From an optimization exercise on the open Yosys and OpenROAD flow, aimed at small area; shortcuts taken in it are not production practice. Only simulation tests tie the RTL to the original design; equivalence was not proved. Power is estimated from default activity; no workload was simulated.

==> inputs of run a <==
// mem_tester
module mem_tester
#(
  parameter DRAM_DATA_SIZE = 16,
  parameter DRAM_COL_SIZE = 9,
  parameter DRAM_ROW_SIZE = 13,
  parameter DRAM_TEST_ROWBNK = 7  
)
(
	input clk,
	input rst_n,
	output reg [31:0] passcount,
	output reg [31:0] failcount,
	input  [DRAM_DATA_SIZE-1:0] DRAM_DQ_I,
	output [DRAM_DATA_SIZE-1:0] DRAM_DQ_O,
	output DRAM_DQ_OE,
	output [DRAM_ROW_SIZE-1:0] DRAM_ADDR,
	output DRAM_LDQM,DRAM_UDQM,
	output DRAM_WE_N,
	output DRAM_CAS_N,
	output DRAM_RAS_N,
	output DRAM_CS_N,
	output DRAM_BA_0,
	output DRAM_BA_1
);
export LEC_CHECK = 0
export CAP_MARGIN = 20
export CORE_MARGIN = 2
export CORE_UTILIZATION = 55
export CTS_BUF_LIST = sky130_fd_sc_hd__clkbuf_8
export CTS_CLUSTER_DIAMETER = 50
export CTS_CLUSTER_SIZE = 16
export PLACE_DENSITY = 0.75
export SLEW_MARGIN = 20
create_clock -name core_clock -period 5.0 [get_ports {clk}]
standard.sh (not shown) runs the stock make flow with config.mk's settings and CLKGATE_MAP_FILE= SYNTH_SCRIPT=/design/flow/synth_recipe.tcl, a recipe that flattens the netlist after the stock synthesis.
==> flow/flow/run.sh <==
#!/bin/bash
# Own layout flow: the standard flow (standard.sh, unchanged synthesis) with
#  - port buffers of the smallest buffer cell instead of the default choice,
#  - clock tree built from clkbuf_8 clusters without dummy loads.
# The full output of the ORFS run is kept in standard.log; ORFS's per-step logs
# are under orfs/logs/.
set -euo pipefail
export BUFFER_PORTS_ARGS="-buffer_cell sky130_fd_sc_hd__buf_1"
export CTS_ARGS="-sink_clustering_enable -repair_clock_nets -sink_clustering_size 19 -sink_clustering_max_diameter 60 -buf_list sky130_fd_sc_hd__clkbuf_8 -dont_use_dummy_load"
bash standard.sh > standard.log 2>&1
==> run b (differences from run a) <==
--- a/flow/design.v
+++ b/flow/design.v
@@ -18,55 +18,55 @@
 	reg [15:0] ra [0:55];
 	reg [15:0] rb [0:55];
 	reg [15:0] tl [56:61];
 	reg c_lo;
 	always @* begin
 		case (rom_idx)
-			6'd1, 6'd3, 6'd6, 6'd8, 6'd10, 6'd12, 6'd14, 6'd16, 6'd18, 6'd20,
-			6'd22, 6'd25, 6'd27, 6'd29, 6'd31, 6'd33, 6'd35, 6'd37, 6'd39, 6'd41,
-			6'd43, 6'd46, 6'd48, 6'd50, 6'd52, 6'd54, 6'd56, 6'd58, 6'd60, 6'd62: c_lo = 1'b1;
+			6'd1, 6'd4, 6'd6, 6'd8, 6'd10, 6'd12, 6'd14, 6'd16, 6'd18, 6'd20,
+			6'd23, 6'd25, 6'd27, 6'd29, 6'd31, 6'd33, 6'd35, 6'd37, 6'd39, 6'd41,
+			6'd44, 6'd46, 6'd48, 6'd50, 6'd52, 6'd54, 6'd56, 6'd58, 6'd60: c_lo = 1'b1;
 			default: c_lo = 1'b0;
 		endcase
 	end
-	wire [15:0] seed_nx = (rom_idx == 6'd0) ? 16'h8dde : ra[0] - 16'h9e37 - {15'd0, c_lo};
+	wire [15:0] seed_nx = (rom_idx == 6'd0) ? 16'h516f : ra[0] - 16'h9e37 - {15'd0, c_lo};
 	reg [5:0] j;
 	always @(posedge clk)
 		if (!next) j <= 6'd0;
 		else if (j != 6'd55) j <= j + 6'd1;
 	wire le23 = (j <= 6'd23);
 	wire le54 = (j <= 6'd54);
 	wire step_a = next & ~rnw;
 	wire step_b = next &  rnw;
 	reg first_b;  
 	wire loop_a = hold_a & ~inj_a;
+	wire seed_a = inj_a & (rom_idx != 6'd62);
 	wire loop_b = ~step_b & (~rd_state | (first_b & (j == 6'd0)));
 	wire row_end = ~next & (j != 6'd0);
 	always @(posedge clk)
 		first_b <= loop_b | (first_b & ~row_end);
 	wire [15:0] a54 = le54 ? tl[54+GA] : ra[54];
 	wire [15:0] a23 = le23 ? ra[23+GA] : ra[23];
 	wire [15:0] b54 = (le54 & ~first_b) ? tl[54+GB] : rb[54];
 	wire [15:0] b23 = (le23 & ~first_b) ? rb[23+GB] : rb[23];
 	wire [15:0] rb0_nx = step_b ? b54 + b23 : (inj_b ? W0 : rb[0]);
 	integer i;
 	always @(posedge clk) begin
-		ra[0] <= step_a ? a54 + a23 : (inj_a ? seed_nx : ra[0]);
-		ra[1] <= loop_a ? (long_loop ? ra[55] : ra[54]) : ra[0];
-		for (i = 2; i < 56; i = i + 1)
+		ra[0] <= step_a ? a54 + a23 : (seed_a ? seed_nx : ra[0]);
+		ra[1] <= (loop_a &  long_loop) ? ra[55] : ra[0];
+		ra[2] <= (loop_a & ~long_loop) ? ra[55] : ra[1];
+		for (i = 3; i < 56; i = i + 1)
 			ra[i] <= ra[i-1];
 		rb[0] <= rb0_nx;
-		rb[1] <= inj_b ? ra[19] : (loop_b ? rb[55] : rb[0]);
+		rb[1] <= inj_b ? ra[29] : (loop_b ? rb[55] : rb[0]);
 		for (i = 2; i < 56; i = i + 1)
 			rb[i] <= rb[i-1];
 		tl[56] <= rnw ? rb[55] : ra[55];
 		for (i = 57; i < 62; i = i + 1)
 			tl[i] <= tl[i-1];
 	end
-	reg a_looped;
-	always @(posedge clk) a_looped <= loop_a;
-	assign wr_out_d  = a_looped ? ra[0] : ra[1];
+	assign wr_out_d  = ra[1];
 	assign rd_out_nx = rb0_nx;
 endmodule
 module sdram_control
 #(
 parameter DRAM_DATA_SIZE = 16,
 parameter DRAM_COL_SIZE = 9,
@@ -229,20 +229,20 @@
 	else ctr <= ctr + 1'd1;
 always @(posedge clk)
 	if ((state == RD_BEGIN2) | (state == WR_BEGIN2)) actr <= 0;
 	else if ((state == RD_END2) | (state == WR_END1)) actr <= actr + 1'd1;
 wire wr_state = (state >= WR_BEGIN1);
 assign rd_state = (state >= RD_BEGIN1) && (state <= RD_END2);
-wire last_gap = ((state >= WR_BST) && (&actr[DRAM_ROWBNK-1:0])) ||
+wire last_gap = ((state >= WR_PRE) && (&actr[DRAM_ROWBNK-1:0])) ||
                 ((state == WR_CHKEND) && actr[DRAM_ROWBNK]);
-assign hold_a = ~(ready & ~rnw) & (~wr_state | last_gap) & ~(s_idle & start & ~rnw);
+assign hold_a = ~(ready & ~rnw) & (~wr_state | last_gap);
 always @(posedge clk)
-	long_loop <= rd_state & (((actr == 0) && (ctr[9:0] == 10'd39)) ||
-	                         (long_loop & ~((actr == 3) && (ctr[9:0] == 10'd187))));
-assign inj_a   = (state == W200US2) && (ctr[CTR200US_SIZE:6] == 10'd23);
-assign inj_b   = (state == W200US2) && (ctr[CTR200US_SIZE:6] == 10'd25);
+	long_loop <= rd_state & (((actr == 0) && (ctr[9:0] == 10'd40)) ||
+	                         (long_loop & ~((actr == 3) && (ctr[9:0] == 10'd188))));
+assign inj_a   = (state == W200US2) && (ctr[CTR200US_SIZE:6] == 10'd34) && ~&ctr[5:0];
+assign inj_b   = (state == W200US2) && (ctr[CTR200US_SIZE:6] == 10'd80);
 assign rom_idx = ctr[5:0];
 endmodule
 module mem_tester
 #(
   parameter DRAM_DATA_SIZE = 16,
   parameter DRAM_COL_SIZE = 9,
==> flow/flow/run.sh (replaced) <==
#!/bin/bash
# Own layout flow: the standard flow (standard.sh, unchanged synthesis) with
#  - port buffers of the smallest buffer cell instead of the default choice,
#  - clock tree built from clkbuf_8 clusters of up to 19 flip-flops, without
#    dummy loads.
# The full output of the ORFS run is kept in standard.log; ORFS's per-step logs
# are under orfs/logs/.
set -euo pipefail
export BUFFER_PORTS_ARGS="-buffer_cell sky130_fd_sc_hd__buf_1"
export CTS_ARGS="-sink_clustering_enable -repair_clock_nets -sink_clustering_size 20 -sink_clustering_max_diameter 60 -buf_list sky130_fd_sc_hd__clkbuf_8 -dont_use_dummy_load"
bash standard.sh > standard.log 2>&1
CORE_UTILIZATION = 70   (was 55)
CTS_BUF_LIST = unset   (was sky130_fd_sc_hd__clkbuf_8)
CTS_CLUSTER_DIAMETER = unset   (was 50)
CTS_CLUSTER_SIZE = unset   (was 16)
PLACE_DENSITY = 0.9   (was 0.75)
==> results_dict.tcl <==
set metrics [dict create \
    met2_usage 0.2376 \
    status "timing/DRC/antenna clean" \
    dr.pass1.iters 5 \
    tapCellCount 1165 \
    die_w_um 301.3 \
    dr_wl_met3_um 3139 \
    die_h_um 301.3 \
    multiInputGateArea_um2 7634 \
]
-- figures above: run a

==> results_dict.tcl <==
set metrics [dict create \
    die_w_um 267.1 \
    status "timing/DRC/antenna clean" \
    n_all_inverters 45 \
    vdd_ir_drop_max_uv 379.4 \
    tapCellCount 931 \
    post_cts_resized 0 \
    power-per-cell-area_nw_per_um2 444.4 \
    p_comb_uw 384 \
    multiInputGateArea_um2 7507 \
    met2_usage 0.3765 \
    layout-drive-gt1-share 0.07478 \
    die_h_um 267.1 \
    post-route-util 0.7505 \
    dr.pass1.iters 6 \
]
-- figures above: run b

[what the ideal ports hide]
The results above use ideal ports. As a check the final layouts listed here were re-extracted and re-timed, cells and wires unchanged.
Step 1: set_driving_cell puts a clkbuf_16 on clk and a buf_2 on each other input, an assumption about the parent block.
Step 2, shift: input delay + t, output delay - t, t = (earliest + latest rising clock arrival at the registers) / 2. This alone moves slack from input paths to output paths.
Three values: no drivers, after step 1, after step 2; two values: the first two.
run	t (ns)	setup slack, ns	latest minus earliest clock arrival (ns)	worst register clock-pin slew, ns	worst data-port slew with drivers (ns)
run a	0.834	0.428 / 0.428 / 0.428	0.093 / 0.093	0.12 / 0.12	0.13
run b	0.806	0.394 / 0.394 / 0.394	0.081 / 0.081	0.12 / 0.12	0.14
After both steps setup and hold are still met in every run listed.
